This design comes from an exercise in tuning for small area, a short achievable clock period and few clock cycles on the open sky130 flow, not from production work.
At most, simulation tests tie the RTL to the original design; equivalence was not proved.
Only the layout flow was run in runs 4 and 5; the RTL was not checked for function there.
Power is estimated from default activity; no workload was simulated.

### config.mk
export PLATFORM = sky130hd
export DESIGN_NAME = chip
export DESIGN_NICKNAME = chip
export VERILOG_FILES = /design/flow/design.v
export SDC_FILE = /design/flow/constraint.sdc
export NUM_CORES = 4
export LEC_CHECK = 0
export CAP_MARGIN = 20
export CORE_MARGIN = 2
export CORE_UTILIZATION = 65
export CTS_BUF_LIST = sky130_fd_sc_hd__clkbuf_4 sky130_fd_sc_hd__clkbuf_8
export SLEW_MARGIN = 20
### constraint.sdc
create_clock -name core_clock -period 10.0 [get_ports {clk}]
set_input_delay 2.0000 -clock core_clock [delete_from_list [all_inputs] [get_ports {clk}]]
set_output_delay 2.0000 -clock core_clock [all_outputs]
set_load 0.01 [all_outputs]
### design.v
module chip #(
    parameter int IN_BYTES  = 7,
    parameter int OUT_BYTES = 6
)(
    input wire clk,
    input wire rst_n,
    input wire in_valid,
    output reg in_ready,
    input  wire [7:0] in_data,
    output reg out_valid,
    input wire out_ready,
    output reg [7:0] out_data
);
    function automatic [7:0] crc8_upd(input [7:0] c, input [7:0] b);
        reg [7:0] t;
        integer i;
        begin
            t = c ^ b;
            for (i = 0; i < 8; i = i + 1)
                t = t[7] ? ((t << 1) ^ 8'h07) : (t << 1);
            crc8_upd = t;
        end
    endfunction
    function automatic [3:0] msb10(input [9:0] v);
        integer j;
        begin
            msb10 = 0;
            for (j = 0; j < 10; j = j + 1)
                if (v[j]) msb10 = j[3:0];
        end
    endfunction
    reg [2:0] icnt;      
    reg [7:0] din;       
    reg       acc_r;     
    reg [7:0] P;         
    reg       sg;        
    reg       dv;        
    reg       dfirst;    
    reg [9:0] S;         
    reg [7:0] Y;         
    reg [7:0] Z;         
    reg [7:0] crc_i;     
    reg       pok;       
    reg       full;      
    localparam [2:0] O_LOAD = 3'd0, O_B0 = 3'd1, O_B1 = 3'd2, O_B2 = 3'd3,
                     O_B3 = 3'd4, O_B4 = 3'd5, O_B5 = 3'd6, O_IDLE = 3'd7;
    reg [2:0] ost;
    reg       lat;       
    reg [3:0] sh;
    reg       ok;
    reg [7:0] crc_o;     
    wire accept = in_valid & in_ready;
    wire ovalid = (ost != O_LOAD) && (ost != O_IDLE);    
    wire fire   = ovalid & out_ready;
    wire k0   = (icnt == 3'd1);
    wire k1   = (icnt == 3'd2);
    wire k4   = (icnt == 3'd5);
    wire k5   = (icnt == 3'd6);
    wire k6   = (icnt == 3'd0);
    wire kodd = (icnt == 3'd2) || (icnt == 3'd4) || (icnt == 3'd6);
    wire       zpair = k5;
    wire [8:0] tsum  = {P[7], P} + {~din[7], ~din} + {8'd0, ~zpair};
    wire [8:0] dnew  = tsum ^ {9{zpair}};
    wire [9:0] s_base = dfirst ? 10'd0 : S;
    wire [9:0] s_new  = s_base + {2'b00, P ^ {8{sg}}} + {9'd0, sg};
    wire [7:0] crc_i_new = crc8_upd(k0 ? 8'h00 : crc_i, din);
    wire       proc6     = acc_r && k6;
    wire ost_end  = ost[2] & ost[1];                        
    wire latch_ok = full && !lat && ost_end;
    wire go       = (lat || latch_ok) && (ost == O_IDLE || (ost == O_B5 && out_ready));
    wire       use_z = ~ost[2] & ost[1];                    
    wire       hi    = ~ost[2] & ~ost[0];                   
    wire [7:0] v     = use_z ? Z : Y;
    wire [16:0] lsrc = {v[7], v, 8'h00};
    wire [16:0] lres = lsrc >> sh;
    wire        hbit = (sh[3] | (sh[2:0] == 3'd7)) ? v[7] : v[sh[2:0]];
    wire [7:0]  vbyte = ~ok ? 8'h00 : hi ? {{7{v[7]}}, hbit} : lres[7:0];
    wire [7:0]  crc_o_new = crc8_upd((ost == O_LOAD) ? 8'h00 : crc_o, vbyte);
    wire [2:0] icnt_inc = (icnt == 3'd6) ? 3'd0 : icnt + 3'd1;
    wire [2:0] icnt_n   = accept ? icnt_inc : icnt;
    wire       full_n   = (full & ~latch_ok) | proc6;
    wire       lat_n    = (lat | latch_ok) & ~go;
    wire [2:0] ost_n    = go ? O_LOAD : (ost == O_LOAD || fire) ? ost + 3'd1 : ost;
    wire on_byte  = (icnt == 3'd1) || (icnt == 3'd4) || (icnt == 3'd6);    
    wire pre_byte = (icnt == 3'd0) || (icnt == 3'd3) || (icnt == 3'd5);    
    wire t1 = (icnt == 3'd0) || (icnt == 3'd1);
    wire t4 = (icnt == 3'd3) || (icnt == 3'd4);
    wire       go0    = (lat || latch_ok) && (ost == O_IDLE);
    wire       go1    = (lat || latch_ok) && ost_end;
    wire       lat_n0 = (lat | latch_ok) & ~go0;
    wire       lat_n1 = (lat | latch_ok) & ~go1;
    wire [2:0] ost_n0 = go0 ? O_LOAD : (ost == O_LOAD) ? O_B0 : ost;
    wire [2:0] ost_n1 = go1 ? O_LOAD : (ost == O_LOAD || ovalid) ? ost + 3'd1 : ost;
    function automatic cond(input ty1, input ty4, input fl, input lt, input [2:0] os);
        if (ty1)      cond = ~fl | (~lt & os[2] & os[1]);    
        else if (ty4) cond = ~lt & (os[2] | os[1]);           
        else          cond = ~lt & os[2];                     
    endfunction
    wire c0 = cond(t1, t4, full_n, lat_n0, ost_n0);
    wire c1 = cond(t1, t4, full_n, lat_n1, ost_n1);
    wire c  = out_ready ? c1 : c0;
    wire ready_n = c | ~(on_byte | pre_byte) | (on_byte & accept) | (pre_byte & ~accept);
    always @(posedge clk) begin
        din <= in_data;
        if (!rst_n) begin
            icnt      <= 3'd0;
            acc_r     <= 1'b0;
            dv        <= 1'b0;
            full      <= 1'b0;
            lat       <= 1'b0;
            ost       <= O_IDLE;
            out_valid <= 1'b0;
            in_ready  <= 1'b1;
        end else begin
            icnt     <= icnt_n;
            acc_r    <= accept;
            full     <= full_n;
            lat      <= lat_n;
            ost      <= ost_n;
            in_ready <= ready_n;
            dv       <= acc_r & kodd;
            if (ost == O_LOAD) out_valid <= 1'b1;
            else if (fire && ost == O_B5) out_valid <= 1'b0;
        end
        if (acc_r) begin
            crc_i <= crc_i_new;
            if (k6) pok <= (crc_i_new == 8'h00);
            if (kodd) begin
                P      <= dnew[7:0];
                sg     <= dnew[8];
                dfirst <= k1;
            end else begin
                P      <= din;
            end
            if (k4) Y <= P;
            if (k6) Z <= P;
        end
        if (dv) S <= s_new;
        if (latch_ok) begin
            sh <= msb10(S);
            ok <= pok;
        end
        if (ost == O_LOAD) begin
            out_data <= vbyte;
            crc_o    <= crc_o_new;
        end else if (fire) begin
            case (ost)
                O_B0, O_B1, O_B2: out_data <= vbyte;
                O_B3:             out_data <= crc_o;
                O_B4:             out_data <= ok ? 8'h01 : 8'h02;
                default:          ;
            endcase
            if (ost == O_B0 || ost == O_B1 || ost == O_B2) crc_o <= crc_o_new;
        end
    end
endmodule
### flow/run.sh
#!/bin/bash
# Standard ORFS layout (the standard.sh: unchanged synthesis, floorplan,
# power grid, placement, CTS and routing) with a tighter setup target for the
# timing repair steps, so that the resizer also shortens paths that already
# meet the 10 ns clock. The constraints (constraint.sdc) are not changed.
# make's full output goes to standard_make.log; each ORFS step keeps its own
# log under orfs/logs/.
set -euo pipefail
bash standard.sh SETUP_SLACK_MARGIN=7.0 finish > standard_make.log 2>&1
### standard.sh
#!/bin/bash
# synth_recipe.tcl (not shown) runs the flow's synth.tcl, then flattens the netlist and writes it again
# the make line also repeats each setting of config.mk as NAME=value (left out here)
make -C /OpenROAD-flow-scripts/flow DESIGN_CONFIG=/design/flow/config.mk WORK_HOME=/design/flow/orfs CLKGATE_MAP_FILE= SYNTH_SCRIPT=/design/flow/synth_recipe.tcl "${@:-finish}"
==> results of run 1 <==
## cell usage in the layout (no fill, tap or decap), types with 4 or more instances in the layout
cell type        instances
and3_1                   6
nor3_1                   4
a211oi_1                 4
nor2_1                  33
and2_1                   5
inv_1                   25
mux2i_1                 20
a21oi_1                 23
a31oi_1                  5
clkdlybuf4s50_1          9
xnor2_1                 47
nand2_1                 62
clkbuf_8                 9
a21o_1                   8
o21ai_0                 34
buf_4                    5
edfxtp_1                66
nand2b_1                 5
dfxtp_1                 16
nor2b_1                 15
o21bai_1                 4
nand3_1                 10
clkdlybuf4s15_1          6
ha_1                    23
xor2_1                  27
## power groups by stage
stage,sequential (mW),combinational (mW),clock [mW]
floorplan,0.494,0.405,0
CTS,0.509,0.493,0.309
detailed placement,0.518,0.477,0
finish,0.511,0.496,0.306
global route,0.517,0.556,0.322
global placement,0.516,0.466,0
## per-layer routing
metal,vias up,part of all wire,GRT usage,wire length (microns)
li1,1894,-,-,-
met1,1817,0.44,0.337,4750
met2,92,0.50,0.440,5310
met3,17,0.042,0.0343,446
met4,0,0.015,0.0845,163
met5,-,0,0,0
## kinds of logic (layout without fill, tap and decap cells)
| logic type | Yosys count | in the layout | synth area share |
|---|---|---|---|
| muxes | 29 | 29 | 0.0666 |
| AOI/OAI and AO/OA | 109 | 109 | 0.128 |
| DFF | 86 | 86 | 0.443 |
| xor gates and xnor gates | 76 | 76 | 0.125 |
| buffers and inverters | 49 | 69 | 0.0403 |
| adders and majority gates | 25 | 25 | 0.0610 |
| and+or+nand+nor | 154 | 154 | 0.135 |
## worst paths after layout
kind | from | end | slack, ps | cells after the start
worst max-delay path | out_data[3] | out_data[3] | 7040 | 1
worst min-delay path | pok | ok | 430 | 0
worst max register to register | P[0] | sg | 7190 | 10
worst min register to register | pok | ok | 430 | 0
## cell type report
class                           instances  area [sq um]  area share
Tap cell                              105           131      0.0221
Clock inverter                          7           128      0.0215
Timing Repair Buffer                   27           249      0.0419
Sequential cell                        86          2390       0.403
Inverter                               26          97.6      0.0164
Clock buffer                            9           124      0.0209
Multi-Input combinational cell        393          2820       0.474
## flip-flops by register name, indices dropped and copies added, names as in the netlist, 3 cells and up
| name | flops |
|---|---|
| out_data | 8 |
| Y | 8 |
| icnt | 3 |
| P | 8 |
| crc_o | 8 |
| din | 8 |
| sh | 4 |
| S | 10 |
| crc_i | 8 |
| Z | 8 |
| ost | 3 |
## cells in the mapped netlist, types with 5 or more instances
cell	instances	area, sq um
nand2b_1	5	31.3
mux2i_1	20	200
a21oi_1	23	115
and2_1	5	31.3
nand2_1	62	233
a21o_1	8	60.1
ha_1	23	288
a31oi_1	5	31.3
and3_1	6	37.5
nor2b_1	15	93.8
edfxtp_1	66	1980
dfxtp_1	20	400
inv_1	26	97.6
xnor2_1	48	420
nand3_1	10	50.1
o21ai_0	35	175
xor2_1	27	236
nor2_1	33	124
clkbuf_1	16	60.1
## per-stage QoR
stage | utilization | cell area (sq um)
6_report | 0.733 | 5940
5_1_grt | 0.733 | 5940
4_1_cts | 0.733 | 5930
3_5_place_dp | 0.694 | 5610
3_3_place_gp | 0.694 | 5610
2_1_floorplan | - | 5390
## timing repair
| item | in CTS | in global routing |
|---|---|---|
| buffers inserted | 6 | 0 |
| setup endpoints to repair | 34 | 12 |
| resized for setup | 29 | 11 |
| pin swaps | 3 | 1 |
==> out/results.ini, run 1 <==
[sta]
holdWs_ps = 425
timing_hold_violations_final = 0
max_slew.worst_pin.slew_ps = 864
rsz0062_at_grt = true
clock.fmax_mhz = 338
skew_ps = 13.5
period_share = 0.296
fin_ws_ps = 7040
finalSetupTns_ps = 0
setup_viol = 0
slew_headroom = 0.422
finalMaxSlewViolations = 0
min_period_ps = 2960

[cts]
postCtsHoldBufs = 0
cts_buffer_depth = 2
cts_tree = built
cts.clk_slew.worst_paths_ps = 90
clock_latency_ps = 360
cts_sinks = 86
htreeDepth = 3
root_buffer = clkbuf_8
cts_made_buffers = 9

[power]
p_per_area_mw_per_mm2 = 221
pwr-share-seq = 0.389
p_leak_nw = 2.38
p_sw_frac = 0.349
p_sw_mw = 0.458
p_comb_frac = 0.378
total_power_mw = 1.31
power.share.clock = 0.233
vdd_drop_max_mv = 0.178
p_int_mw = 0.856

[finish]
fin_nets = 580
drive_above_1_share = 0.0949
area_delta_synth_final_pct = 10.5
final_cells = 653
n_antenna_cell = 0
nFillCells = 620

[detailed_routing]
postRouteAntennaNets = 0
drt-wirelength-per-cell_microns = 16.3
num_vias = 3820
routed_wl_microns = 10700
via_per_inst = 5.85
dr.pass1.iters = 5
drt_iter0_markers = 217
route.detailed.drc = 0

[global_routing]
grtUsageTotal = 0.257
grt_max_degree = 20
grt-ovfl-total = 0
antenna_found_initial = 0
grt_pass1_vias = 3724
grt_pass1_wl_microns = 17900

[die]
rows = 33
fp.dieArea_sq_mm = 0.00901
die_y_microns = 94.9
pin_count = 22
die_x_microns = 94.9
initial_core_util = 0.664
core-area_sq_mm = 0.00809

[worst_setup_path]
slowest_stage = edfxtp_1
critPathTopFamily = flip-flops
crit_chain = clkdlybuf4s15_1
crit_required_ps = 8000
crit_path_end_kind = output pin
crit_arrival_ps = 960
critPathMaxFanout = 1
critPathMaxStageDelay_ps = 370
critPathBufInv = 1
start_kind = flip-flop
critPathKind = flip-flop to output pin

[placement]
hpwl_microns = 7730
dp_slack_ps = 6420
dp.cells = 631
place.port_buffers = 21
gp_congestion = 0.905

[outcome]
status = complete, no violations

[synth]
synth_area_sq_mm = 0.00537
synth.avg_cell_area_sq_um = 10.2
yosysUniqueCellTypes = 64
yosysWarningCount = 1
synth_edf_count = 66
seq_area_frac_synth = 0.443
syn-num-nets = 565
synth_flop_cell = edfxtp_1
synthCells = 528
async_flop_share = 0
ys_ff_latch = 86

[flow_run]
maxCapViolCount = 0

[worst_hold_path]
hold_class = flip-flop to flip-flop

Testbench counts, summed over its fixed seeds: cycles 2,760.
==> run 2: changes to the inputs <==
--- a/flow/run.sh
+++ b/flow/run.sh
@@ -6,4 +6,4 @@
 # make's full output goes to standard_make.log; each ORFS step keeps its own
 # log under orfs/logs/.
 set -euo pipefail
-bash standard.sh SETUP_SLACK_MARGIN=7.0 finish > standard_make.log 2>&1
+bash standard.sh SETUP_SLACK_MARGIN=7.2  finish > standard_make.log 2>&1
==> out/results.ini, run 2 <==
[outcome]
status = complete, no violations

[cts]
htreeDepth = 3
cts_sinks = 86
cts_buffer_depth = 2
cts_tree = built
postCtsHoldBufs = 0
cts.clk_slew.worst_paths_ps = 100
clock_latency_ps = 360
root_buffer = clkbuf_8
cts_made_buffers = 9

[worst_setup_path]
critPathKind = flip-flop to output pin
start_kind = flip-flop
reg2reg_to = crc_o[3]
r2r_cells = 8
r2r_start = ost[2]
crit_chain = buf_2
critPathMaxStageDelay_ps = 380
r2r_slack_ps = 7320
critPathMaxFanout = 1
crit_required_ps = 8000
crit_path_end_kind = output pin
critPathBufInv = 1
crit_arrival_ps = 890
slowest_stage = edfxtp_1
critPathTopFamily = flip-flops

[die]
rows = 33
fp.dieArea_sq_mm = 0.00901
initial_core_util = 0.664
core-area_sq_mm = 0.00809
die_x_microns = 94.9
pin_count = 22
die_y_microns = 94.9

[synth]
synth_flop_cell = edfxtp_1
async_flop_share = 0
syn-num-nets = 565
synth_compound_area_frac = 0.128
ys_ff_latch = 86
synthAdderAreaFrac = 0.0610
synth_top_family_by_area = simple AND/OR/NAND/NOR gates
yosys.area.top_type = edfxtp_1
synth-xor-area-share = 0.125
synth.avg_cell_area_sq_um = 10.2
yosysWarningCount = 1
yosysMostFrequentCell = edfxtp_1
synthCells = 528
synthMuxAreaShare = 0.0666
synth_area_sq_mm = 0.00537
yosysUniqueCellTypes = 64
seq_area_frac_synth = 0.443
synth.top_cells.by_area = edfxtp_1 37%, xnor2_1 7.8%, dfxtp_1 7.5%
synth_edf_count = 66
synth-simple-area-share = 0.135
yosys-top-cells-count = 66 x edfxtp_1, 62 x nand2_1, 48 x xnor2_1
synth_top_area_frac = 0.369

[power]
p_sw_frac = 0.360
p_sw_mw = 0.460
p_int_mw = 0.817
p_per_area_mw_per_mm2 = 214
p_leak_nw = 2.39
power.share.clock = 0.199
p_comb_frac = 0.402
pwr-share-seq = 0.399
vdd_drop_max_mv = 0.166

[sta]
setup_viol = 0
finalMaxSlewViolations = 0
timing_hold_violations_final = 0
skew_ps = 8.91
rsz0062_at_grt = true
clock.fmax_mhz = 347
period_share = 0.289
max_slew.worst_pin.slew_ps = 845
finalSetupTns_ps = 0
min_period_ps = 2890
holdWs_ps = 432
slew_headroom = 0.436

[finish]
final_common_cell = edfxtp_1
largest_reg_flops = 10
fin_nets = 585
top_register = S
most-common-layout-cells = 66 x edfxtp_1, 62 x nand2_1, 43 x xnor2_1, 33 x o21ai_0, 32 x nor2_1
area_delta_synth_final_pct = 11.2
nFillCells = 617
design_area_sq_mm = 0.00598
post-route-util = 0.739
n_antenna_cell = 0
drive_above_1_share = 0.132

[detailed_routing]
routed_wl_microns = 10500
drt-wirelength-per-cell_microns = 16.0
drt_iter0_markers = 201
num_vias = 3849
postRouteAntennaNets = 0
via_per_inst = 5.85
dr.pass1.iters = 5
route.detailed.drc = 0

[placement]
place.port_buffers = 21
hpwl_microns = 7700
gp_congestion = 0.916
place_area_sq_mm = 0.00564

[global_routing]
grt_pass1_vias = 3666
grt_pass1_wl_microns = 17500
antenna_found_initial = 0
grtUsageTotal = 0.251
grt_max_degree = 20
grt-ovfl-total = 0

[worst_hold_path]
hold_path_depth = 0
min_to = ok
worstHoldStart = pok
hold_class = flip-flop to flip-flop

[flow_run]
maxCapViolCount = 0

run 2: cell types whose count changed in the layout (fill, tap and decap cells not counted), sizes merged:
cell | previous run | this run
buf | 7 | 21
bufinv | 3 | 1
clkbuf | 12 | 10
clkdlybuf4s15 | 6 | 0
clkinv | 1 | 0
clkinvlp | 0 | 3
dlymetal6s2s | 1 | 0
run 2: what timing repair did:
action,CTS,global route
pin swaps,2,1
setup endpoints to repair,46,32
gates resized for setup,60,10
setup buffers,5,6
run 2: routing by layer:
metal | share of wire | vias up | global-route usage
met2 | 0.50 | 103 | 0.413
met1 | 0.44 | 1818 | 0.336
met4 | 0.016 | 0 | 0.0773
met3 | 0.048 | 17 | 0.0495
li1 | - | 1911 | -
met5 | 0 | - | 0
run 2: power groups by stage:
stage	clock, mW	sequential, mW	combinational, mW
3_5_place_dp	0	0.519	0.483
4_1_cts	0.260	0.509	0.495
6_report	0.254	0.510	0.513
5_1_grt	0.272	0.516	0.573
2_1_floorplan	0	0.494	0.410
3_3_place_gp	0	0.517	0.470
run 2: metrics by stage:
stage | instances | power (mW) | setup WS, ps
4_1_cts | 652 | 1.26 | 7090
2_1_floorplan | 528 | 0.904 | 7110
3_3_place_gp | 631 | 0.987 | 6340
3_5_place_dp | 631 | 1.00 | 6280
6_report | 658 | 1.28 | 7110
5_1_grt | 658 | 1.36 | 7070
run 2: logic make-up after synthesis:
logic type	count (synthesis)
AO/OA/AOI/OAI	109
XOR/XNOR	76
adder cells (fa/ha/maj)	25
buffers and inverters	49
flip-flops	86
multiplexers	29
AND/OR/NAND/NOR	154
run 2: worst max-delay path by stage:
stage	cells past startpoint	from	endpoint	slack, ps
3_5_place_dp	4	out_ready	out_data[2]	6280
3_3_place_gp	4	out_ready	out_data[0]	6340
6_report	1	out_data[3]	out_data[3]	7110
4_1_cts	1	out_data[3]	out_data[3]	7090
5_1_grt	1	out_data[3]	out_data[3]	7070
2_1_floorplan	7	in_valid	in_ready	7110
run 2: layout make-up:
class	instances	area (sq um)	share of cell area
well taps	105	131	0.0220
clock buffers	9	124	0.0207
multi-input cells	393	2870	0.481
inverters	26	110	0.0184
clock inverters	7	78.8	0.0132
flip-flops and latches	86	2390	0.401
repair buffers	32	264	0.0442
==> run 3: changes to the inputs <==
--- a/flow/run.sh
+++ b/flow/run.sh
@@ -6,4 +6,4 @@
 # make's full output goes to standard_make.log; each ORFS step keeps its own
 # log under orfs/logs/.
 set -euo pipefail
-bash standard.sh SETUP_SLACK_MARGIN=7.2  finish > standard_make.log 2>&1
+bash standard.sh SETUP_SLACK_MARGIN=7.0 "BUFFER_PORTS_ARGS=-buffer_cell sky130_fd_sc_hd__buf_1" finish > standard_make.log 2>&1
==> out/results.ini, run 3 <==
[outcome]
status = complete, no violations

[sta]
rsz0062_at_grt = true
skew_ps = 9.33
holdWs_ps = 449
setup_viol = 0
finalMaxSlewViolations = 0
period_share = 0.292
clock.fmax_mhz = 342
max_slew.worst_pin.slew_ps = 884
min_period_ps = 2920
timing_hold_violations_final = 0
finalSetupTns_ps = 0
slew_headroom = 0.410

[worst_setup_path]
start_kind = flip-flop
critPathBufInv = 1
crit_path_end_kind = output pin
crit_chain = buf_1
critPathKind = flip-flop to output pin
crit_arrival_ps = 920
slowest_stage = dfxtp_1
critPathMaxFanout = 4
critPathTopFamily = flip-flops
critPathMaxStageDelay_ps = 390
crit_required_ps = 8000

[detailed_routing]
num_vias = 3766
drt_iter0_markers = 214
wl_met1_microns = 4770
route.detailed.drc = 0
drt-wirelength-per-cell_microns = 16.6
dr.pass1.iters = 5
met2RoutedLength_microns = 5430
postRouteAntennaNets = 0
via_per_inst = 5.79
top_layer = met4
wl_met3_microns = 433
routed_wl_microns = 10800

[cts]
clock_latency_ps = 370
root_buffer = clkbuf_8
htreeDepth = 3
cts_buffer_depth = 2
cts.clk_slew.worst_paths_ps = 90
cts_made_buffers = 9
cts_sinks = 86
cts_tree = built

[global_routing]
grtUsageTotal = 0.261
grt-ovfl-total = 0
antenna_found_initial = 0
grt_pass1_wl_microns = 18000
grt_pass1_vias = 3730
grt_max_degree = 20

[finish]
most-common-layout-cells = 66 x edfxtp_1, 62 x nand2_1, 46 x xnor2_1, 35 x o21ai_0, 33 x nor2_1
top_register = S
area_delta_synth_final_pct = 7.22
n_antenna_cell = 0
post-route-util = 0.712
drive_above_1_share = 0.0771
final_common_cell = edfxtp_1
fin_nets = 577
largest_reg_flops = 10

[synth]
synth_edf_count = 66
synth.avg_cell_area_sq_um = 10.2
yosysUniqueCellTypes = 64
syn-num-nets = 565
yosys.area.top_type = edfxtp_1
synthCells = 528
synth_flop_cell = edfxtp_1
synth_top_area_frac = 0.369
yosysMostFrequentCell = edfxtp_1
synth.top_cells.by_area = edfxtp_1 37%, xnor2_1 7.8%, dfxtp_1 7.5%
synth_area_sq_mm = 0.00537
yosys-top-cells-count = 66 x edfxtp_1, 62 x nand2_1, 48 x xnor2_1
seq_area_frac_synth = 0.443
ys_ff_latch = 86
yosysWarningCount = 1
async_flop_share = 0

[flow_run]
maxCapViolCount = 0

[die]
die_y_microns = 94.9
rows = 33
core-area_sq_mm = 0.00809
fp.dieArea_sq_mm = 0.00901
die_x_microns = 94.9
initial_core_util = 0.664
pin_count = 22

[power]
p_per_area_mw_per_mm2 = 221
vdd_drop_max_mv = 0.161
p_leak_nw = 2.27
total_power_mw = 1.27

[placement]
place.port_buffers = 21
hpwl_microns = 7710
gp_congestion = 0.850

[worst_hold_path]
hold_class = flip-flop to flip-flop

==> run 3: layout make-up <==
class	instances	area [sq um]
Tap cell	105	131
Sequential cell	86	2380
Multi-Input combinational cell	393	2810
Clock buffer	9	124
Inverter	26	97.6
Fill cell	625	2330
Clock inverter	7	97.6
Timing Repair Buffer	24	114
==> run 3: power breakdown <==
part	internal [mW]	switching, mW	total (mW)
Clock	0.142	0.135	0.277
Combinational	0.212	0.277	0.488
Sequential	0.464	0.0446	0.508
==> run 3: metal layers <==
metal,global-route usage,vias up
li1,-,1880
met1,0.335,1771
met2,0.449,102
met3,0.0431,13
met4,0.0894,0
met5,0,-
==> run 3: metrics by stage <==
stage	cell area [sq um]	worst slack, ps	cells
detailed placement	5480	6760	631
global route	5760	6980	650
CTS	5740	7010	650
finish	5760	7080	650
global placement	5480	6840	631
floorplan	5390	7070	528
==> run 3: timing repair <==
item	CTS	global route
pin swaps	1	0
setup buffers	3	0
endpoints found under the setup margin	7	8
resized for setup	1	4
hold buffers	0	0
==> run 3: kinds of logic after synthesis <==
| family | count (synthesis) | synth area share |
|---|---|---|
| simple gates | 154 | 0.135 |
| compound gates | 109 | 0.128 |
| xor+xnor | 76 | 0.125 |
| buf+inv | 49 | 0.0403 |
| fa+ha+maj | 25 | 0.0610 |
| flops | 86 | 0.443 |
| mux | 29 | 0.0666 |
==> run 3: worst paths after layout <==
path | startpoint | to | slack [ps] | depth (start not counted)
min reg2reg | pok | ok | 450 | 0
max | in_ready | in_ready | 7080 | 1
max reg2reg | ost[2] | crc_o[1] | 7170 | 8
min | pok | ok | 450 | 0
==> run 4: changes to the inputs <==
--- a/design.v
+++ b/design.v
@@ -59,10 +59,13 @@
     wire k6   = (icnt == 3'd0);
     wire kodd = (icnt == 3'd2) || (icnt == 3'd4) || (icnt == 3'd6);
     wire       zpair = k5;
-    wire [8:0] tsum  = {P[7], P} + {~din[7], ~din} + {8'd0, ~zpair};
-    wire [8:0] dnew  = tsum ^ {9{zpair}};
     wire [9:0] s_base = dfirst ? 10'd0 : S;
-    wire [9:0] s_new  = s_base + {2'b00, P ^ {8{sg}}} + {9'd0, sg};
+    wire [9:0] add_a  = dv ? s_base : {{2{P[7]}}, P};
+    wire [9:0] add_b  = dv ? {2'b00, P ^ {8{sg}}} : {{2{~din[7]}}, ~din};
+    wire       add_c  = dv ? sg : ~zpair;
+    wire [9:0] asum   = add_a + add_b + {9'd0, add_c};
+    wire [8:0] dnew   = asum[8:0] ^ {9{zpair}};
+    wire [9:0] s_new  = asum;
     wire [7:0] crc_i_new = crc8_upd(k0 ? 8'h00 : crc_i, din);
     wire       proc6     = acc_r && k6;
     wire ost_end  = ost[2] & ost[1];                        
==> out/results.ini, run 4 <==
[synth]
yosys.area.top_type = edfxtp_1
yosysUniqueCellTypes = 62
synth_edf_count = 66
synth_top_area_frac = 0.367
yosysMostFrequentCell = edfxtp_1
async_flop_share = 0
synth_flop_cell = edfxtp_1
synth.avg_cell_area_sq_um = 10.2
syn-num-nets = 562
synthCells = 532
seq_area_frac_synth = 0.441
yosysWarningCount = 1
synth_area_sq_mm = 0.00541
ys_ff_latch = 86
yosys-top-cells-count = 66 x edfxtp_1, 50 x nand2_1, 37 x nor2_1
synth.top_cells.by_area = edfxtp_1 37%, dfxtp_1 7.4%, xnor2_1 5.3%

[sta]
period_share = 0.296
finalSetupTns_ps = 0
skew_ps = 5.86
slew_headroom = 0.478
clock.fmax_mhz = 338
rsz0062_at_grt = true
min_period_ps = 2960
timing_hold_violations_final = 0
setup_viol = 0
holdWs_ps = 438
max_slew.worst_pin.slew_ps = 783
finalMaxSlewViolations = 0

[worst_setup_path]
critPathKind = flip-flop to flip-flop
start_kind = flip-flop
crit_required_ps = 10110
crit_path_end_kind = flip-flop
crit_arrival_ps = 3070
critPathMaxFanout = 3

[placement]
dp.cells = 632
hpwl_microns = 8590
place.port_buffers = 21
gp_congestion = 0.838
place_area_sq_mm = 0.00553

[detailed_routing]
drt_iter0_markers = 320
postRouteAntennaNets = 0
routed_wl_microns = 12600
dr.pass1.iters = 5
via_per_inst = 6.08
drt-wirelength-per-cell_microns = 18.5
num_vias = 4130
route.detailed.drc = 0

[cts]
cts.clk_slew.worst_paths_ps = 80
clock_latency_ps = 350
htreeDepth = 3
cts_tree = built
cts_made_buffers = 9
cts_buffer_depth = 2
root_buffer = clkbuf_8
cts_sinks = 86

[finish]
largest_reg_flops = 10
top_register = S
final_cells = 679
multi_input_area_sq_mm = 0.00297
post-route-util = 0.752
area.sequential_sq_mm = 0.00240
drive_above_1_share = 0.190
fin_nets = 599
final_common_cell = edfxtp_1
design_area_sq_mm = 0.00612
area_delta_synth_final_pct = 13.2
n_antenna_cell = 0
nFillCells = 559
most-common-layout-cells = 66 x edfxtp_1, 50 x nand2_1, 37 x nor2_1, 30 x xnor2_1, 30 x buf_4

[die]
fp.dieArea_sq_mm = 0.00906
rows = 33
die_y_microns = 95.2
die_x_microns = 95.2
pin_count = 22
core-area_sq_mm = 0.00813
initial_core_util = 0.665

[worst_hold_path]
hold_class = flip-flop to flip-flop

[power]
pwr-share-seq = 0.404
p_sw_frac = 0.370
p_comb_frac = 0.426
power.share.clock = 0.170
p_int_mw = 0.798
p_leak_nw = 2.32
vdd_drop_max_mv = 0.148
p_sw_mw = 0.468
p_per_area_mw_per_mm2 = 207

[global_routing]
antenna_found_initial = 0
grt_pass1_wl_microns = 19700
use_met2 = 0.483
use_met1 = 0.374
grt-ovfl-total = 0
met3_usage = 0.0561
grtUsageTotal = 0.288
grt_max_degree = 30
grt_pass1_vias = 3962
grt.busiest_layer = met2

[flow_run]
maxCapViolCount = 0

[outcome]
status = complete, no violations

==> run 4: cell count changes after synthesis, moves of 6 or more <==
cell	change
ha_1	-7
nand2_1	-12
xnor2_1	-15
nor3_1	+10
o22a_1	+7
nor2b_1	-6
xor2_1	+6
==> run 4: cell families (layout without fill, tap and decap cells) <==
| logic type | count (synthesis) | count (layout) | share of synthesized area |
|---|---|---|---|
| compound gates | 117 | 117 | 0.140 |
| buf+inv | 55 | 97 | 0.0417 |
| fa+ha+maj | 18 | 18 | 0.0444 |
| xor+xnor | 70 | 70 | 0.119 |
| mux | 30 | 30 | 0.0754 |
| simple gates | 156 | 156 | 0.139 |
| flops | 86 | 86 | 0.441 |
==> run 4: layout make-up <==
type / instances / share of cell area
clock inverters: 7 / 0.00675
clock buffers: 9 / 0.0202
multi-input cells: 391 / 0.485
inverters: 27 / 0.0166
well taps: 105 / 0.0215
flip-flops and latches: 86 / 0.392
repair buffers: 54 / 0.0571
==> run 4: power by group through the flow <==
stage / sequential, mW / clock (mW) / combinational (mW)
2_1_floorplan: 0.494 / 0 / 0.417
3_3_place_gp: 0.518 / 0 / 0.465
3_5_place_dp: 0.520 / 0 / 0.477
4_1_cts: 0.511 / 0.217 / 0.507
5_1_grt: 0.518 / 0.229 / 0.599
6_report: 0.511 / 0.215 / 0.540
==> run 4: worst max-delay path, cell delays in order, from the launching register on <==
cell	delay [ps]
edfxtp_1	500
xnor2_2	190
mux2i_2	190
fa_2	260
inv_2	40
fa_2	360
inv_2	60
a21oi_2	50
o21bai_2	190
a21oi_2	90
o21bai_2	200
xor2_2	200
xnor2_1	150
a21oi_1	90
o22a_1	160
==> run 4: path summary, 6_finish.rpt <==
| kind | to | start | cells past startpoint | slack, ps |
|---|---|---|---|---|
| max | P[6] | sg | 14 | 7040 |
| min | ok | pok | 0 | 440 |
| max reg2reg | P[6] | sg | 14 | 7040 |
| min reg2reg | ok | pok | 0 | 440 |
==> run 4: stage by stage <==
stage,worst slack [ps],power [mW]
after floorplan,7010,0.911
after global placement,6470,0.983
after detailed placement,6280,0.997
after CTS,6920,1.23
after global routing,6840,1.34
final,7040,1.27
==> run 4: repair_timing <==
action	in CTS	in global routing
gates resized for setup	18	25
setup endpoints to repair	30	23
setup buffers	21	10
hold buffers	0	0
pin swaps	10	17
==> run 4: per-layer routing <==
layer | part of all wire | wire [microns] | vias to the layer above
met1 | 0.43 | 5360 | 2006
met3 | 0.045 | 561 | 30
met4 | 0.027 | 338 | 0
met5 | 0 | 0 | -
met2 | 0.50 | 6340 | 127
li1 | - | - | 1967
==> run 5: changes to the inputs <==
--- a/flow/run.sh
+++ b/flow/run.sh
@@ -6,4 +6,4 @@
 # make's full output goes to standard_make.log; each ORFS step keeps its own
 # log under orfs/logs/.
 set -euo pipefail
-bash standard.sh SETUP_SLACK_MARGIN=7.0 "BUFFER_PORTS_ARGS=-buffer_cell sky130_fd_sc_hd__buf_1" finish > standard_make.log 2>&1
+bash standard.sh SETUP_SLACK_MARGIN=7.2 "BUFFER_PORTS_ARGS=-buffer_cell sky130_fd_sc_hd__buf_1" finish > standard_make.log 2>&1
==> out/results.ini, run 5 <==
[outcome]
status = complete, no violations

[sta]
min_period_ps = 3000
rsz0062_at_grt = true
max_slew.worst_pin.slew_ps = 838
finalSetupTns_ps = 0
setup_viol = 0
period_share = 0.300
slew_headroom = 0.441
skew_ps = 14.2
finalMaxSlewViolations = 0
clock.fmax_mhz = 334
timing_hold_violations_final = 0

[global_routing]
grt_max_degree = 29
grt_pass1_wl_microns = 20600
grt-ovfl-total = 0
antenna_found_initial = 0
grt_pass1_vias = 4167
grtUsageTotal = 0.300

[power]
p_per_area_mw_per_mm2 = 217
power.share.clock = 0.199
p_sw_frac = 0.362
pwr-share-seq = 0.364
total_power_mw = 1.40
p_leak_nw = 2.47
p_sw_mw = 0.507
vdd_drop_max_mv = 0.175
p_int_mw = 0.895
p_comb_frac = 0.437

[placement]
place_area_sq_mm = 0.00558
gp_congestion = 0.842
place.port_buffers = 21
hpwl_microns = 8480
dp.cells = 631

[worst_setup_path]
r2r_slack_ps = 7000
critPathKind = flip-flop to flip-flop
crit_arrival_ps = 3110
critPathMaxFanout = 4
crit_required_ps = 10110
start_kind = flip-flop
crit_path_end_kind = flip-flop

[finish]
drive_above_1_share = 0.275
area_delta_synth_final_pct = 19.8
fin_nets = 614
design_area_sq_mm = 0.00648
n_antenna_cell = 0
final_common_cell = edfxtp_1
post-route-util = 0.796
final_cells = 694
most-common-layout-cells = 66 x edfxtp_1, 49 x nand2_1, 42 x buf_4, 34 x nor2_1, 29 x xnor2_1
top_register = S
largest_reg_flops = 10

[synth]
yosys.area.top_type = edfxtp_1
yosysUniqueCellTypes = 62
yosys-top-cells-count = 66 x edfxtp_1, 50 x nand2_1, 37 x nor2_1
syn-num-nets = 562
synth.top_cells.by_area = edfxtp_1 37%, dfxtp_1 7.4%, xnor2_1 5.3%
synth_area_sq_mm = 0.00541
yosysMostFrequentCell = edfxtp_1
async_flop_share = 0
ys_ff_latch = 86
synthCells = 532
synth.avg_cell_area_sq_um = 10.2
seq_area_frac_synth = 0.441
synth_flop_cell = edfxtp_1
synth_top_area_frac = 0.367
synth_edf_count = 66
yosysWarningCount = 1

[die]
core-area_sq_mm = 0.00813
die_y_microns = 95.2
pin_count = 22
rows = 33
die_x_microns = 95.2
fp.dieArea_sq_mm = 0.00906
initial_core_util = 0.665

[detailed_routing]
dr.pass1.iters = 7
route.detailed.drc = 0
postRouteAntennaNets = 0
drt_iter0_markers = 311
routed_wl_microns = 13300
via_per_inst = 6.18
num_vias = 4292
drt-wirelength-per-cell_microns = 19.2

[cts]
cts.clk_slew.worst_paths_ps = 80
htreeDepth = 3
cts_made_buffers = 9
root_buffer = clkbuf_8
clock_latency_ps = 360
cts_buffer_depth = 2
cts_tree = built
cts_sinks = 86

[worst_hold_path]
hold_class = flip-flop to flip-flop

[flow_run]
maxCapViolCount = 0

-- run 5: final timing paths --
kind         endpoint  cells past startpoint  from
max              P[6]                     14    sg
min                ok                      0   pok
max reg2reg      P[6]                     14    sg
min reg2reg        ok                      0   pok
-- run 5: area by class of cell --
class,instances,area (sq um)
clock inverters,6,92.6
fillers,495,1660
repair buffers,68,467
inverters,27,101
multi-input cells,392,3150
well taps,105,131
clock buffers,10,131
flip-flops and latches,86,2400
-- run 5: worst max-delay path, stage by stage (launching register included) --
cell and delay, ps:
edfxtp_1 500, xnor2_1 180, mux2i_2 210, fa_2 260, inv_2 40, fa_2 340, inv_2 60, a21oi_2 50
o21bai_2 160, a21oi_1 90, o21bai_1 200, xor2_1 280, xnor2_1 150, a21oi_1 80, o22a_1 160
-- run 5: what timing repair did --
| item | CTS | global route |
|---|---|---|
| endpoints found under the setup margin | 46 | 29 |
| pin swaps | 27 | 24 |
| buffers inserted | 27 | 19 |
| gates resized for setup | 28 | 48 |
| hold buffers | 0 | 0 |
| cloned | 1 | 0 |
-- run 5: cell families (layout without fill, tap and decap cells) --
kind of cell | after synthesis | after routing | share of synthesized area
adder cells (fa/ha/maj) | 18 | 18 | 0.0444
buffers and inverters | 55 | 111 | 0.0417
flip-flops | 86 | 86 | 0.441
AND/OR/NAND/NOR | 156 | 157 | 0.139
multiplexers | 30 | 30 | 0.0754
XOR/XNOR | 70 | 70 | 0.119
AO/OA/AOI/OAI | 117 | 117 | 0.140
-- run 5: layer usage --
metal	up-vias	part of all wire	global-route usage
met2	202	0.52	0.514
li1	1995	-	-
met1	2051	0.40	0.382
met4	0	0.028	0.112
met3	44	0.060	0.0498
met5	-	0	0
-- run 5: per-stage QoR --
| stage | hold WS (ps) | worst slack [ps] |
|---|---|---|
| 6_report | 441 | 7000 |
| 5_1_grt | 443 | 6840 |
| 4_1_cts | 440 | 7010 |
| 3_5_place_dp | 420 | 6390 |
| 3_3_place_gp | 403 | 6480 |
| 2_1_floorplan | 400 | 7090 |
-- run 5: power groups by stage --
| stage | sequential (mW) | combinational [mW] | clock [mW] |
|---|---|---|---|
| 2_1_floorplan | 0.495 | 0.425 | 0 |
| 3_3_place_gp | 0.521 | 0.466 | 0 |
| 3_5_place_dp | 0.524 | 0.481 | 0 |
| 4_1_cts | 0.510 | 0.528 | 0.280 |
| 5_1_grt | 0.516 | 0.669 | 0.292 |
| 6_report | 0.510 | 0.613 | 0.279 |
==> run 6: changes to the inputs <==
--- a/design.v
+++ b/design.v
@@ -59,13 +59,10 @@
     wire k6   = (icnt == 3'd0);
     wire kodd = (icnt == 3'd2) || (icnt == 3'd4) || (icnt == 3'd6);
     wire       zpair = k5;
+    wire [8:0] tsum  = {P[7], P} + {~din[7], ~din} + {8'd0, ~zpair};
+    wire [8:0] dnew  = tsum ^ {9{zpair}};
     wire [9:0] s_base = dfirst ? 10'd0 : S;
-    wire [9:0] add_a  = dv ? s_base : {{2{P[7]}}, P};
-    wire [9:0] add_b  = dv ? {2'b00, P ^ {8{sg}}} : {{2{~din[7]}}, ~din};
-    wire       add_c  = dv ? sg : ~zpair;
-    wire [9:0] asum   = add_a + add_b + {9'd0, add_c};
-    wire [8:0] dnew   = asum[8:0] ^ {9{zpair}};
-    wire [9:0] s_new  = asum;
+    wire [9:0] s_new  = s_base + {2'b00, P ^ {8{sg}}} + {9'd0, sg};
     wire [7:0] crc_i_new = crc8_upd(k0 ? 8'h00 : crc_i, din);
     wire       proc6     = acc_r && k6;
     wire ost_end  = ost[2] & ost[1];                        
--- a/flow/run.sh
+++ b/flow/run.sh
@@ -6,4 +6,4 @@
 # make's full output goes to standard_make.log; each ORFS step keeps its own
 # log under orfs/logs/.
 set -euo pipefail
-bash standard.sh SETUP_SLACK_MARGIN=7.2 "BUFFER_PORTS_ARGS=-buffer_cell sky130_fd_sc_hd__buf_1" finish > standard_make.log 2>&1
+bash standard.sh SETUP_SLACK_MARGIN=7.0 "BUFFER_PORTS_ARGS=-buffer_cell sky130_fd_sc_hd__buf_1" "CTS_ARGS=-sink_clustering_enable -repair_clock_nets -dont_use_dummy_load -buf_list {sky130_fd_sc_hd__clkbuf_16}" finish > standard_make.log 2>&1
--- a/config.mk
+++ b/config.mk
@@ -8,5 +8,5 @@
 export CAP_MARGIN = 20
 export CORE_MARGIN = 2
 export CORE_UTILIZATION = 65
-export CTS_BUF_LIST = sky130_fd_sc_hd__clkbuf_4 sky130_fd_sc_hd__clkbuf_8
+export CTS_BUF_LIST = sky130_fd_sc_hd__clkbuf_16
 export SLEW_MARGIN = 20
==> out/results.ini, run 6 <==
[outcome]
status = complete, no violations

[detailed_routing]
num_vias = 3768
route.detailed.drc = 0
dr.pass1.iters = 5
postRouteAntennaNets = 0
routed_wl_microns = 10600
drt-wirelength-per-cell_microns = 16.5
drt_iter0_markers = 232
via_per_inst = 5.87

[sta]
slew_headroom = 0.421
setup_viol = 0
max_slew.worst_pin.slew_ps = 867
rsz0062_at_grt = true
finalSetupTns_ps = 0
min_period_ps = 2880
finalMaxSlewViolations = 0
period_share = 0.288
timing_hold_violations_final = 0
clock.fmax_mhz = 348
skew_ps = 15.8

[worst_setup_path]
critPathMaxFanout = 4
critPathBufInv = 1
slowest_stage = dfxtp_1
crit_arrival_ps = 880
critPathMaxStageDelay_ps = 370
critPathTopFamily = flip-flops
crit_path_end_kind = output pin
start_kind = flip-flop
crit_required_ps = 8000
crit_chain = buf_1
critPathKind = flip-flop to output pin

[synth]
seq_area_frac_synth = 0.443
synth_area_sq_mm = 0.00537
synth_edf_count = 66
synth_top_area_frac = 0.369
yosysUniqueCellTypes = 64
synth.top_cells.by_area = edfxtp_1 37%, xnor2_1 7.8%, dfxtp_1 7.5%
yosys.area.top_type = edfxtp_1
yosysMostFrequentCell = edfxtp_1
synth.avg_cell_area_sq_um = 10.2
synthCells = 528
syn-num-nets = 565
yosysWarningCount = 1
yosys-top-cells-count = 66 x edfxtp_1, 62 x nand2_1, 48 x xnor2_1
async_flop_share = 0
synth_flop_cell = edfxtp_1
ys_ff_latch = 86

[power]
vdd_drop_max_mv = 0.172
p_leak_nw = 2.27
p_per_area_mw_per_mm2 = 221

[die]
core-area_sq_mm = 0.00809
initial_core_util = 0.664
pin_count = 22
die_x_microns = 94.9
die_y_microns = 94.9
rows = 33
fp.dieArea_sq_mm = 0.00901

[finish]
n_antenna_cell = 0
top_register = S
most-common-layout-cells = 66 x edfxtp_1, 62 x nand2_1, 46 x xnor2_1, 35 x o21ai_0, 33 x nor2_1
largest_reg_flops = 10
final_cells = 642
nFillCells = 626
area_delta_synth_final_pct = 7.15
final_common_cell = edfxtp_1
drive_above_1_share = 0.0633
fin_nets = 576

[global_routing]
grt-ovfl-total = 0
grtUsageTotal = 0.256
grt_pass1_vias = 3664
antenna_found_initial = 0
grt_max_degree = 20
grt_pass1_wl_microns = 17500

[flow_run]
maxCapViolCount = 0

[cts]
clock_latency_ps = 340
htreeDepth = 3
root_buffer = clkbuf_16
cts_made_buffers = 9
cts_tree = built
cts_buffer_depth = 2
cts.clk_slew.worst_paths_ps = 60
cts_sinks = 86

[placement]
dp.cells = 631
gp_congestion = 0.850
place.port_buffers = 21
hpwl_microns = 7710

[worst_hold_path]
hold_class = flip-flop to flip-flop

run 6: changes by cell type after synthesis, moves of 5 or more:
cell / before / now
o21ai_0: 30 / 35
o22a_1: 7 / 0
xnor2_1: 33 / 48
ha_1: 16 / 23
nand2_1: 50 / 62
a21oi_1: 28 / 23
xor2_1: 33 / 27
nor2b_1: 9 / 15
nor3_1: 14 / 4
clkbuf_1: 21 / 16
run 6: worst reg2reg max path, delay by kind of cell (launching register included):
family          cells  cell delay, ps
compound gates      7            1200
fa+ha+maj           2             760
flops               1             510
xor+xnor            1              80
run 6: routing by layer:
layer,up-vias,global-route usage,wire [microns]
li1,1875,-,-
met1,1772,0.330,4740
met2,101,0.431,5200
met3,20,0.0479,493
met4,0,0.0906,166
met5,-,0,0
run 6: area by class of cell:
| cell class | instances | area, sq um | area share |
|---|---|---|---|
| clock buffer | 9 | 225 | 0.0391 |
| sequential | 86 | 2380 | 0.414 |
| timing repair buffer | 23 | 106 | 0.0185 |
| tap | 105 | 131 | 0.0228 |
| inverter | 26 | 97.6 | 0.0170 |
| multi-input combinational | 393 | 2810 | 0.488 |
run 6: repair_timing:
| action | 4_1_cts | 5_1_grt |
|---|---|---|
| hold buffers | 0 | 0 |
| gates resized for setup | 1 | 4 |
| setup buffers | 2 | 0 |
| pin swaps | 1 | 0 |
| setup endpoints to repair | 6 | 8 |
run 6: logic make-up (layout without fill, tap and decap cells):
family          count (synthesis)  count (layout)  share of synthesized area
flops                          86              86                      0.443
compound gates                109             109                      0.128
simple gates                  154             154                      0.135
fa+ha+maj                      25              25                     0.0610
xor+xnor                       76              76                      0.125
buf+inv                        49              58                     0.0403
mux                            29              29                     0.0666
run 6: per-stage QoR:
stage	hold WS (ps)	setup slack, ps	area [sq um]	power (mW)	util
finish	441	7120	5760	1.27	0.711
global route	466	6980	5760	1.35	0.711
CTS	435	7010	5740	1.27	0.709
detailed placement	423	6760	5480	0.988	0.677
global placement	407	6840	5480	0.973	0.677
floorplan	400	7070	5390	0.899	-
run 6: worst paths after layout:
kind                            slack [ps]  cells after the start      from        to
worst max-delay path                  7120                      1  in_ready  in_ready
worst min-delay path                   440                      0       pok        ok
worst max register to register        7200                     10      P[0]        sg
worst min register to register         440                      0       pok        ok
run 6: report_power, final:
| part | internal, mW | leakage [nW] | total, mW | switching [mW] |
|---|---|---|---|---|
| Combinational | 0.211 | 1.39 | 0.485 | 0.274 |
| Sequential | 0.465 | 0.772 | 0.509 | 0.0440 |
| Clock | 0.158 | 0.111 | 0.280 | 0.122 |
| Total | 0.834 | 2.27 | 1.27 | 0.440 |
Testbench counts of run 6, summed over its fixed seeds: cycles 2,760.
==> run 7: changes to the inputs <==
--- a/flow/run.sh
+++ b/flow/run.sh
@@ -6,4 +6,4 @@
 # make's full output goes to standard_make.log; each ORFS step keeps its own
 # log under orfs/logs/.
 set -euo pipefail
-bash standard.sh SETUP_SLACK_MARGIN=7.0 "BUFFER_PORTS_ARGS=-buffer_cell sky130_fd_sc_hd__buf_1" "CTS_ARGS=-sink_clustering_enable -repair_clock_nets -dont_use_dummy_load -buf_list {sky130_fd_sc_hd__clkbuf_16}" finish > standard_make.log 2>&1
+bash standard.sh SETUP_SLACK_MARGIN=7.2 "BUFFER_PORTS_ARGS=-buffer_cell sky130_fd_sc_hd__buf_1" "CTS_ARGS=-sink_clustering_enable -repair_clock_nets -dont_use_dummy_load -buf_list {sky130_fd_sc_hd__clkbuf_4 sky130_fd_sc_hd__clkbuf_8}" finish > standard_make.log 2>&1
--- a/config.mk
+++ b/config.mk
@@ -8,5 +8,5 @@
 export CAP_MARGIN = 20
 export CORE_MARGIN = 2
 export CORE_UTILIZATION = 65
-export CTS_BUF_LIST = sky130_fd_sc_hd__clkbuf_16
+export CTS_BUF_LIST = sky130_fd_sc_hd__clkbuf_4 sky130_fd_sc_hd__clkbuf_8
 export SLEW_MARGIN = 20
==> out/results.ini, run 7 <==
[outcome]
status = complete, no violations

[detailed_routing]
postRouteAntennaNets = 0
drt-wirelength-per-cell_microns = 15.8
drt_iter0_markers = 248
route.detailed.drc = 0
dr.pass1.iters = 5
num_vias = 3826
via_per_inst = 5.87
routed_wl_microns = 10300

[finish]
drive_above_1_share = 0.119
area.sequential_sq_mm = 0.00239
area_delta_synth_final_pct = 8.50
design_area_sq_mm = 0.00583
final_common_cell = edfxtp_1
multi_input_area_sq_mm = 0.00286
top_register = S
most-common-layout-cells = 66 x edfxtp_1, 62 x nand2_1, 43 x xnor2_1, 34 x o21ai_0, 32 x nor2_1
n_antenna_cell = 0
nFillCells = 622
largest_reg_flops = 10
fin_nets = 586

[worst_setup_path]
critPathMaxStageDelay_ps = 370
crit_arrival_ps = 850
crit_path_end_kind = output pin
slowest_stage = edfxtp_1
crit_required_ps = 8000
crit_chain = clkbuf_2
r2r_start = ost[2]
critPathBufInv = 1
reg2reg_to = crc_o[4]
r2r_slack_ps = 7330
start_kind = flip-flop
critPathMaxFanout = 1
critPathKind = flip-flop to output pin
critPathTopFamily = flip-flops
r2r_cells = 7
crit_cells = 1

[global_routing]
grt-ovfl-total = 0
grt_pass1_wl_microns = 17400
grt_pass1_vias = 3646
antenna_found_initial = 0
grt_max_degree = 20
grtUsageTotal = 0.250

[synth]
yosysUniqueCellTypes = 64
yosys-top-cells-count = 66 x edfxtp_1, 62 x nand2_1, 48 x xnor2_1
synthCells = 528
synth.avg_cell_area_sq_um = 10.2
synth_flop_cell = edfxtp_1
async_flop_share = 0
synth_top_area_frac = 0.369
yosys.area.top_type = edfxtp_1
synth_area_sq_mm = 0.00537
yosysMostFrequentCell = edfxtp_1
seq_area_frac_synth = 0.443
synth_edf_count = 66
yosysWarningCount = 1
syn-num-nets = 565
ys_ff_latch = 86
synth.top_cells.by_area = edfxtp_1 37%, xnor2_1 7.8%, dfxtp_1 7.5%

[cts]
cts_tree = built
cts.clk_slew.worst_paths_ps = 70
cts_buffer_depth = 2
cts_sinks = 86
htreeDepth = 3
postCtsHoldBufs = 0
clock_latency_ps = 360
cts_made_buffers = 9
root_buffer = clkbuf_8

[sta]
setup_viol = 0
max_slew.worst_pin.slew_ps = 830
min_period_ps = 2850
rsz0062_at_grt = true
finalMaxSlewViolations = 0
timing_hold_violations_final = 0
period_share = 0.285
finalSetupTns_ps = 0
slew_headroom = 0.446
clock.fmax_mhz = 350
skew_ps = 17.0
fin_ws_ps = 7150

[die]
initial_core_util = 0.664
die_y_microns = 94.9
fp.dieArea_sq_mm = 0.00901
pin_count = 22
rows = 33
die_x_microns = 94.9
core-area_sq_mm = 0.00809

[placement]
place_area_sq_mm = 0.00551
dp_slack_ps = 6640
place.port_buffers = 21
hpwl_microns = 7530
gp_congestion = 0.882

[power]
vdd_drop_max_mv = 0.135
p_leak_nw = 2.34
p_per_area_mw_per_mm2 = 206

[worst_hold_path]
min_to = ok
hold_path_depth = 0
hold_class = flip-flop to flip-flop
worstHoldStart = pok

[flow_run]
maxCapViolCount = 0

==> run 7: final cells by class <==
type                    count  area share
clock buffers               9      0.0212
inverters                  26      0.0189
multi-input cells         393       0.491
flip-flops and latches     86       0.410
well taps                 105      0.0225
repair buffers             33      0.0361
==> run 7: power breakdown <==
part           internal (mW)  switching (mW)  leakage, nW
clock                 0.0807           0.110       0.0647
combinational          0.222           0.278         1.50
sequential             0.465          0.0445        0.773
==> run 7: how the worst max path moves through the flow <==
| stage | slack (ps) | end | startpoint |
|---|---|---|---|
| 6_report | 7150 | out_data[2] | out_data[2] |
| 5_1_grt | 7110 | out_data[5] | out_data[5] |
| 4_1_cts | 7130 | out_data[2] | out_data[2] |
| 3_5_place_dp | 6640 | out_data[1] | out_ready |
| 3_3_place_gp | 6680 | out_data[2] | out_ready |
| 2_1_floorplan | 7110 | in_ready | in_valid |
==> run 7: per-layer routing <==
metal	global-route usage	routed length, microns	up-vias
li1	-	-	1898
met1	0.332	4640	1799
met2	0.414	4980	108
met3	0.0375	463	21
met4	0.100	240	0
met5	0	0	-
==> run 7: per-stage QoR <==
stage | total power [mW] | util | instances | hold WS [ps]
detailed placement | 0.990 | 0.681 | 631 | 406
CTS | 1.19 | 0.708 | 645 | 430
floorplan | 0.904 | - | 528 | 400
global placement | 0.977 | 0.681 | 631 | 409
finish | 1.20 | 0.720 | 652 | 428
global route | 1.28 | 0.720 | 652 | 454
==> run 7: kinds of logic after synthesis <==
group	after synthesis	synth area share
xor gates and xnor gates	76	0.125
buffers and inverters	49	0.0403
adders and majority gates	25	0.0610
muxes	29	0.0666
and+or+nand+nor	154	0.135
AOI/OAI and AO/OA	109	0.128
DFF	86	0.443
==> run 7: what timing repair did <==
item | in CTS | in global routing
endpoints found under the setup margin | 38 | 32
gates resized for setup | 13 | 17
pin swaps | 1 | 2
setup buffers | 5 | 7
==> run 7: worst register-to-register path, cell delays in order (launching register included) <==
cell,delay [ps]
dfxtp_4,460
nand2b_4,280
mux4_1,640
o32a_1,200
a21oi_1,130
o21ai_0,210
xnor2_1,370
xor2_1,120
==> run 8: changes to the inputs <==
==> flow/run.sh (replaced) <==
#!/bin/bash
# Standard ORFS layout (the standard.sh: unchanged synthesis, floorplan,
# power grid, placement, CTS and routing) with a tighter setup target for the
# timing repair steps, so that the resizer also shortens paths that already
# meet the 10 ns clock. The constraints (constraint.sdc) are not changed.
# make's full output goes to standard_make.log; each ORFS step keeps its own
# log under orfs/logs/.
set -euo pipefail
bash standard.sh SETUP_SLACK_MARGIN=7.1 "BUFFER_PORTS_ARGS=-buffer_cell sky130_fd_sc_hd__buf_1" "CTS_ARGS=-sink_clustering_enable -repair_clock_nets -dont_use_dummy_load -buf_list {sky130_fd_sc_hd__clkbuf_4 sky130_fd_sc_hd__clkbuf_8}" finish > standard_make.log 2>&1
--- a/config.mk
+++ b/config.mk
@@ -9,4 +9,5 @@
 export CORE_MARGIN = 2
 export CORE_UTILIZATION = 65
 export CTS_BUF_LIST = sky130_fd_sc_hd__clkbuf_4 sky130_fd_sc_hd__clkbuf_8
+export PLACE_DENSITY = 0.75
 export SLEW_MARGIN = 20
==> out/results.ini, run 8 <==
[outcome]
status = complete, no violations

[worst_setup_path]
crit_chain = clkbuf_2
crit_path_end_kind = output pin
slowest_stage = edfxtp_1
crit_arrival_ps = 870
r2r_cells = 8
critPathTopFamily = flip-flops
start_kind = flip-flop
crit_required_ps = 8000
critPathBufInv = 1
crit_cells = 1
critPathMaxStageDelay_ps = 370
critPathKind = flip-flop to output pin
critPathMaxFanout = 1

[sta]
slew_headroom = 0.427
timing_hold_violations_final = 0
rsz0062_at_grt = true
min_period_ps = 2870
finalSetupTns_ps = 0
setup_viol = 0
finalMaxSlewViolations = 0
skew_ps = 22.5
clock.fmax_mhz = 349
max_slew.worst_pin.slew_ps = 856
period_share = 0.287

[cts]
cts_buffer_depth = 2
cts_sinks = 86
cts.clk_slew.worst_paths_ps = 90
htreeDepth = 3
clock_latency_ps = 370
cts_made_buffers = 9
root_buffer = clkbuf_8
postCtsHoldBufs = 0
cts_tree = built

[detailed_routing]
wl_met1_microns = 4800
drt-wirelength-per-cell_microns = 16.6
via_per_inst = 5.93
dr.pass1.iters = 5
postRouteAntennaNets = 0
num_vias = 3857
wl_met3_microns = 344
routed_wl_microns = 10800
met2RoutedLength_microns = 5440
drt_iter0_markers = 238
route.detailed.drc = 0
top_layer = met4

[finish]
post-route-util = 0.709
n_antenna_cell = 0
area.sequential_sq_mm = 0.00239
fin_nets = 584
top_register = S
nFillCells = 661
largest_reg_flops = 10
most-common-layout-cells = 66 x edfxtp_1, 62 x nand2_1, 44 x xnor2_1, 35 x o21ai_0, 33 x nor2_1
final_common_cell = edfxtp_1
drive_above_1_share = 0.0954
area_delta_synth_final_pct = 6.82
multi_input_area_sq_mm = 0.00283

[synth]
synthAdderAreaFrac = 0.0610
yosys.area.top_type = edfxtp_1
async_flop_share = 0
synth_top_area_frac = 0.369
seq_area_frac_synth = 0.443
synth.top_cells.by_area = edfxtp_1 37%, xnor2_1 7.8%, dfxtp_1 7.5%
syn-num-nets = 565
synth.avg_cell_area_sq_um = 10.2
synth_compound_area_frac = 0.128
yosysMostFrequentCell = edfxtp_1
synthCells = 528
synth-xor-area-share = 0.125
synth_top_family_by_area = simple AND/OR/NAND/NOR gates
synth_flop_cell = edfxtp_1
ys_ff_latch = 86
synth_area_sq_mm = 0.00537
yosys-top-cells-count = 66 x edfxtp_1, 62 x nand2_1, 48 x xnor2_1
synth-simple-area-share = 0.135
synth_edf_count = 66
yosysWarningCount = 1
synthMuxAreaShare = 0.0666
yosysUniqueCellTypes = 64

[die]
die_x_microns = 94.9
rows = 33
die_y_microns = 94.9
pin_count = 22
fp.dieArea_sq_mm = 0.00901
core-area_sq_mm = 0.00809
initial_core_util = 0.664

[global_routing]
grtUsageTotal = 0.254
grt_pass1_vias = 3706
antenna_found_initial = 0
grt_max_degree = 20
grt_pass1_wl_microns = 17500
grt-ovfl-total = 0

[power]
p_leak_nw = 2.29
p_per_area_mw_per_mm2 = 209
vdd_drop_max_mv = 0.145
total_power_mw = 1.20

[placement]
place.port_buffers = 21
hpwl_microns = 7860
gp_congestion = 0.962

[worst_hold_path]
hold_path_depth = 0
hold_class = flip-flop to flip-flop

[flow_run]
maxCapViolCount = 0

-- run 8: cell counts after synthesis --
Identical to the previous run, type by type.
-- run 8: logic make-up (layout without fill, tap and decap cells) --
| kind of cell | Yosys count | in the layout |
|---|---|---|
| AOI/OAI and AO/OA | 109 | 109 |
| and+or+nand+nor | 154 | 154 |
| xor gates and xnor gates | 76 | 76 |
| DFF | 86 | 86 |
| muxes | 29 | 29 |
| buffers and inverters | 49 | 66 |
| adders and majority gates | 25 | 25 |
-- run 8: layer usage --
layer  track usage  vias up
met5             0        -
met4        0.0942        0
met3        0.0343       14
met2         0.436       94
met1         0.328     1856
li1              -     1893
-- run 8: per-stage QoR --
stage / setup WS [ps] / instances / hold WS, ps / area [sq um]
2_1_floorplan: 7100 / 528 / 400 / 5390
3_3_place_gp: 6860 / 631 / 411 / 5480
3_5_place_dp: 6780 / 631 / 408 / 5480
4_1_cts: 7100 / 643 / 413 / 5650
5_1_grt: 7070 / 650 / 437 / 5740
6_report: 7130 / 650 / 417 / 5740
-- run 8: cell type report --
type	count	area share
multi-input cells	393	0.493
flip-flops and latches	86	0.416
repair buffers	31	0.0299
well taps	105	0.0229
clock buffers	9	0.0216
inverters	26	0.0170
-- run 8: path summary, 6_finish.rpt --
check	from	end	slack (ps)
worst max-delay path	out_data[7]	out_data[7]	7130
worst min-delay path	pok	ok	420
worst max register to register	ost[2]	crc_o[4]	7220
worst min register to register	pok	ok	420
-- run 8: repair_timing --
action	in CTS	in global routing
gates resized for setup	2	13
buffers inserted	3	7
pin swaps	1	2
setup endpoints to repair	11	16
-- run 8: where the power goes --
part           switching [mW]  internal, mW  leakage [nW]  total (mW)
clock                   0.114        0.0807        0.0647       0.195
combinational           0.280         0.220          1.45       0.500
sequential             0.0428         0.464         0.772       0.507
==> run 9: changes to the inputs <==
--- a/config.mk
+++ b/config.mk
@@ -7,7 +7,7 @@
 export LEC_CHECK = 0
 export CAP_MARGIN = 20
 export CORE_MARGIN = 2
-export CORE_UTILIZATION = 65
+export CORE_UTILIZATION = 55
 export CTS_BUF_LIST = sky130_fd_sc_hd__clkbuf_4 sky130_fd_sc_hd__clkbuf_8
-export PLACE_DENSITY = 0.75
+export PLACE_DENSITY = 0.65
 export SLEW_MARGIN = 20
==> out/results.ini, run 9 <==
[outcome]
status = complete, no violations

[power]
p_comb_frac = 0.415
p_sw_frac = 0.361
p_int_mw = 0.761
total_power_mw = 1.19
power.share.clock = 0.159
p_leak_nw = 2.26
p_per_area_mw_per_mm2 = 208
vdd_drop_max_mv = 0.155
pwr-share-seq = 0.426
p_sw_mw = 0.431

[sta]
max_slew.worst_pin.slew_ps = 857
finalSetupTns_ps = 0
period_share = 0.283
timing_hold_violations_final = 0
clock.fmax_mhz = 354
holdWs_ps = 422
setup_viol = 0
skew_ps = 17.4
finalMaxSlewViolations = 0
rsz0062_at_grt = false
slew_headroom = 0.426
min_period_ps = 2830
fin_ws_ps = 7170

[worst_setup_path]
critPathTopFamily = flip-flops
critPathMaxFanout = 1
reg2reg_to = pok
crit_arrival_ps = 830
slowest_stage = edfxtp_1
critPathKind = flip-flop to output pin
crit_chain = buf_1
crit_path_end_kind = output pin
start_kind = flip-flop
r2r_slack_ps = 7260
critPathBufInv = 1
crit_start = out_data[5]
critPathMaxStageDelay_ps = 360
r2r_start = icnt[0]
r2r_cells = 8
crit_required_ps = 8000

[die]
initial_core_util = 0.557
die_y_microns = 103
pin_count = 22
core-area_sq_mm = 0.00964
die_x_microns = 103
rows = 36
fp.dieArea_sq_mm = 0.0106

[finish]
most-common-layout-cells = 66 x edfxtp_1, 62 x nand2_1, 45 x xnor2_1, 35 x o21ai_0, 33 x nor2_1
final_common_cell = edfxtp_1
final_cells = 673
area_delta_synth_final_pct = 6.89
top_register = S
fin_nets = 579
drive_above_1_share = 0.0759
nFillCells = 840
n_antenna_cell = 0
largest_reg_flops = 10
post-route-util = 0.596
design_area_sq_mm = 0.00574

[global_routing]
grt-ovfl-total = 0
grt_pass1_vias = 3558
grt_pass1_wl_microns = 17400
antenna_found_initial = 0
grt_max_degree = 20
grtUsageTotal = 0.214

[placement]
place.port_buffers = 21
place_area_sq_mm = 0.00552
gp_congestion = 0.830
dp.cells = 659
hpwl_microns = 7770
dp_slack_ps = 6820

[detailed_routing]
routed_wl_microns = 10600
route.detailed.drc = 0
postRouteAntennaNets = 0
via_per_inst = 5.62
drt-wirelength-per-cell_microns = 15.7
drt_iter0_markers = 155
num_vias = 3784
dr.pass1.iters = 5

[worst_hold_path]
min_to = ok
hold_path_depth = 0
hold_class = flip-flop to flip-flop
worstHoldStart = pok

[synth]
synth.avg_cell_area_sq_um = 10.2
ys_ff_latch = 86
yosys.area.top_type = edfxtp_1
synth_edf_count = 66
async_flop_share = 0
yosysUniqueCellTypes = 64
syn-num-nets = 565
synth_area_sq_mm = 0.00537
synthCells = 528
seq_area_frac_synth = 0.443
yosysMostFrequentCell = edfxtp_1
yosys-top-cells-count = 66 x edfxtp_1, 62 x nand2_1, 48 x xnor2_1
yosysWarningCount = 1
synth.top_cells.by_area = edfxtp_1 37%, xnor2_1 7.8%, dfxtp_1 7.5%
synth_flop_cell = edfxtp_1
synth_top_area_frac = 0.369

[cts]
postCtsHoldBufs = 0
clock_latency_ps = 350
cts_tree = built
htreeDepth = 3
cts_made_buffers = 9
cts_sinks = 86
cts.clk_slew.worst_paths_ps = 80
root_buffer = clkbuf_8
cts_buffer_depth = 2

[flow_run]
maxCapViolCount = 0

## run 9: changes by cell type in the layout (fill, tap and decap cells not counted), moves of 2 or more
| cell | previous run | this run |
|---|---|---|
| clkbuf_2 | 4 | 2 |
| buf_4 | 9 | 3 |
| dfxtp_2 | 4 | 2 |
| buf_1 | 17 | 19 |
## run 9: area by class of cell
| type | instances | area, sq um | area share |
|---|---|---|---|
| Tap cell | 133 | 166 | 0.0290 |
| Clock buffer | 9 | 124 | 0.0216 |
| Timing Repair Buffer | 26 | 144 | 0.0251 |
| Multi-Input combinational cell | 393 | 2820 | 0.492 |
| Inverter | 26 | 97.6 | 0.0170 |
| Sequential cell | 86 | 2390 | 0.416 |
## run 9: metal layers
metal,global-route usage,share of wire,vias up
li1,-,-,1890
met1,0.286,0.46,1808
met2,0.356,0.49,71
met3,0.0278,0.027,15
met4,0.0870,0.020,0
met5,0,0,-
## run 9: power groups by stage
| stage | sequential (mW) | clock (mW) | combinational, mW |
|---|---|---|---|
| 2_1_floorplan | 0.494 | 0 | 0.405 |
| 3_3_place_gp | 0.516 | 0 | 0.461 |
| 3_5_place_dp | 0.516 | 0 | 0.472 |
| 4_1_cts | 0.507 | 0.195 | 0.486 |
| 5_1_grt | 0.516 | 0.209 | 0.554 |
| 6_report | 0.508 | 0.189 | 0.495 |
## run 9: cells by family (layout without fill, tap and decap cells)
logic type,Yosys count,after routing,share of synthesized area
compound gates,109,109,0.128
xor+xnor,76,76,0.125
fa+ha+maj,25,25,0.0610
buf+inv,49,61,0.0403
flops,86,86,0.443
mux,29,29,0.0666
simple gates,154,154,0.135
## run 9: how the worst max path moves through the flow
stage | to | cells after the start | slack (ps)
floorplan | in_ready | 7 | 7100
finish | out_data[5] | 1 | 7170
detailed placement | out_data[5] | 4 | 6820
global placement | out_data[0] | 4 | 6860
CTS | in_ready | 1 | 7100
global route | pok | 8 | 7090
## run 9: repair_timing
action                                  in CTS  in global routing
resized for setup                            2                  8
buffers inserted                             4                  1
gates cloned                                 0                  0
pin swaps                                    1                  2
endpoints found under the setup margin      11                 20

==> re-timing with driven ports <==
The flow's constraints put no driver on any port. The routed layouts listed below were extracted and timed again, unchanged, in two steps. Step 1: set_driving_cell puts a clkbuf_16 on clk and a buf_2 on each other input, an assumption about the parent block. Step 2, shift: input delay + t, output delay - t, t = (earliest + latest rising clock arrival at the registers) / 2. This alone moves slack from input paths to output paths. Three values: no drivers, after step 1, after step 2; two values: the first two.
run	t (ns)	slack for setup (ns)
run 1	0.385	7.041 / 7.010 / 6.770
run 2	0.387	7.114 / 7.083 / 6.875
run 3	0.394	7.079 / 7.046 / 6.786
run 4	0.383	7.042 / 7.042 / 6.733
run 5	0.385	7.004 / 7.004 / 6.893
run 6	0.377	7.122 / 7.082 / 6.776
run 7	0.387	7.146 / 7.113 / 6.898
run 8	0.390	7.131 / 7.098 / 6.815
run 9	0.377	7.174 / 7.141 / 6.849
After both steps setup and hold are still met in every run listed.
